What follows belongs to an exercise in optimizing a design on an open flow for small area, a short achievable clock period and few clock cycles; a production flow would make more cautious choices.
Where RTL was checked, it was by simulation tests only, not by an equivalence proof against the original.

==> trial 66: inputs <==
==> flow/design.v (excerpt) <==
module zmc_alu (
	input  [15:0] a_in,
	input  [15:0] b_in,
	input  [7:0]  op_in,
	input         z_flag_in,
	input         s_flag_in,
	input         c_flag_in,
	input         ovr_flag_in,
	input         clk,
	input         a_reset_l,
	output reg [15:0] c_out,
	output reg    z_flag_out,
	output reg    s_flag_out,
	output reg    c_flag_out,
	output reg    ovr_flag_out,
	output        valid_out
);
export LEC_CHECK = 0
export ABC_CLOCK_PERIOD_IN_PS = 8000
export CAP_MARGIN = 20
export CORE_MARGIN = 2
export CORE_UTILIZATION = 40
export SETUP_SLACK_MARGIN = 5
export SLEW_MARGIN = 20
create_clock -name core_clock -period 16.0 [get_ports {clk}]
standard.sh (not shown) runs the stock make flow with config.mk's settings and CLKGATE_MAP_FILE= SYNTH_SCRIPT=/design/flow/synth_recipe.tcl, a recipe that flattens the netlist after the stock synthesis.
==> flow/flow/run.sh <==
#!/bin/bash
set -e
sed 's/SETUP_SLACK_MARGIN=[0-9.]*/SETUP_SLACK_MARGIN=8/' standard.sh > standard_margin.sh
bash standard_margin.sh > standard.log 2>&1
==> trial 52: changes against trial 66 <==
--- a/flow/design.v
+++ b/flow/design.v
@@ -1,14 +1,15 @@
 `timescale 1ns/10ps
-module pfx_add #(parameter N = 16, parameter L = 4) (
+module pfx_add #(parameter N = 16) (
 	input  [N-1:0] x,
 	input  [N-1:0] y,
 	input          cin,
 	output [N-1:0] s,
 	output [N-1:0] c,
 	output         cout
 );
+	localparam L = $clog2(N);
 	wire [N-1:0] g0 = x & y;
 	wire [N-1:0] p0 = x ^ y;
 	wire [N-1:0] G [0:L];
 	wire [N-1:0] P [0:L];
 	assign G[0] = {g0[N-1:1], g0[0] | (p0[0] & cin)};
@@ -301,11 +302,11 @@
 	assign w258 = w212 & ~(C[7] & (A[16] ^ neg));
 	wire [24:0] xx = {w258, w256, w254, w252, w250, w248, w246, w244, w242, w240, w238, w236, w234, w232, w230, w228, w226, w224, w222, w220, w218, w216, w214, w213, h[0]};
 	wire [24:0] yy = {1'b1, w257, w255, w253, w251, w249, w247, w245, w243, w241, w239, w237, w235, w233, w231, w229, w227, w225, w223, w221, w219, w217, w215, (C[1] & A[0]), (C[0] & A[0])};
 	wire [24:0] cc;
 	wire co;
-	pfx_add #(25, 5) add_i (.x(xx), .y(yy), .cin(1'b0), .s(t), .c(cc), .cout(co));
+	pfx_add #(25) add_i (.x(xx), .y(yy), .cin(1'b0), .s(t), .c(cc), .cout(co));
 endmodule
 `timescale 1ns/10ps
 module div_step (
 	input  [15:0] r,
 	input         abit,
@@ -314,11 +315,11 @@
 	output        q
 );
 	wire [16:0] tt = {r, abit};
 	wire [16:0] d;
 	wire [16:0] c;
-	pfx_add #(17, 5) sub_i (.x(tt), .y({1'b1, ~b}), .cin(1'b1), .s(d), .c(c), .cout(q));
+	pfx_add #(17) sub_i (.x(tt), .y({1'b1, ~b}), .cin(1'b1), .s(d), .c(c), .cout(q));
 	assign rn = q ? d[15:0] : tt[15:0];
 endmodule
 `timescale 1ns/10ps
 module zmc_alu (
 	input  [15:0] a_in,
==> flow/run.sh (new file) <==
#!/bin/bash
# synth_recipe.tcl (not shown) runs the flow's synth.tcl, then flattens the netlist and writes it again
# the make line also repeats each setting of config.mk as NAME=value (left out here)
make -C /OpenROAD-flow-scripts/flow DESIGN_CONFIG=/design/flow/config.mk WORK_HOME=/design/flow/orfs CLKGATE_MAP_FILE= SYNTH_SCRIPT=/design/flow/synth_recipe.tcl finish
ABC_CLOCK_PERIOD_IN_PS = default   (was 8000)
SETUP_SLACK_MARGIN = default   (was 5)
removed: flow/flow/run.sh
removed: flow/standard.sh
==> impl_metrics.tcl <==
set metrics [dict create \
    status "finished clean" \
    dp.cells 1869 \
    max_freq_ghz 0.07885 \
    fin_crit_sh 0.7927 \
    dr_wl_met3_mm 3.505 \
    routed_wl_mm 41.77 \
    p_leak_nw 6.075 \
    switchingPower_mw 0.4682 \
    critPathTopFamily "compound AO/OA/AOI/OAI gates" \
    post_cts_resized 0 \
    drive_gt1_frac 0.04640 \
    worst_pin_slew_ns 1.073 \
    max_slew_margin 0.2842 \
    worst_r2r_endpoint "ra[12]$_DFFE_PN_" \
    fin_worst_skew_ns 0.002864 \
    globalplace.congestion 0.9916 \
    clkPwrFrac 0.132 \
]
[end of results for trial 52]
==> impl_metrics.tcl <==
set metrics [dict create \
    status "finished clean" \
    max_slew_margin 0.3089 \
    worst_r2r_endpoint "ra[4]$_DFFE_PN_" \
    globalplace.congestion 0.9566 \
    dr_wl_met3_mm 4.997 \
    routed_wl_mm 49.65 \
    switchingPower_mw 0.5336 \
    drive_gt1_frac 0.3268 \
    clkPwrFrac 0.097 \
    dp.cells 1872 \
    worst_pin_slew_ns 1.029 \
    post_cts_resized 438 \
]
[end of results for trial 66]
Testbench counts of trial 66, summed over its fixed seeds: cycles 6,584.
The RTL of trial 52 was laid out without a check of its function.

==> re-timing with driven ports <==
Ports are ideal in the flow. The routed layouts listed here were re-timed in OpenROAD.
Step 1, drivers: a clkbuf_16 drives clk and a buf_2 each remaining input, both assumed.
Step 2 moves the port delays by t, midway between the first and last clock arrival at a register: inputs arrive t later, outputs are due t later. That takes back most of the time a late clock gives input paths.
a / b / c = no drivers / after step 1 / after step 2; a / b = the first two.
run	t (ns)	setup WS [ns]	latest minus earliest clock arrival (ns)	worst data-port slew with drivers (ns)
trial 66	0.338	5.552 / 5.522 / 5.376	0.003 / 0.003	0.09
trial 52	0.343	3.317 / 3.333 / 2.990	0.003 / 0.003	0.04
After both steps setup and hold are still met in every run listed. The setup slack of trial 52, which loses most, moves by +0.016 ns with the drivers and by -0.327 ns with both steps.
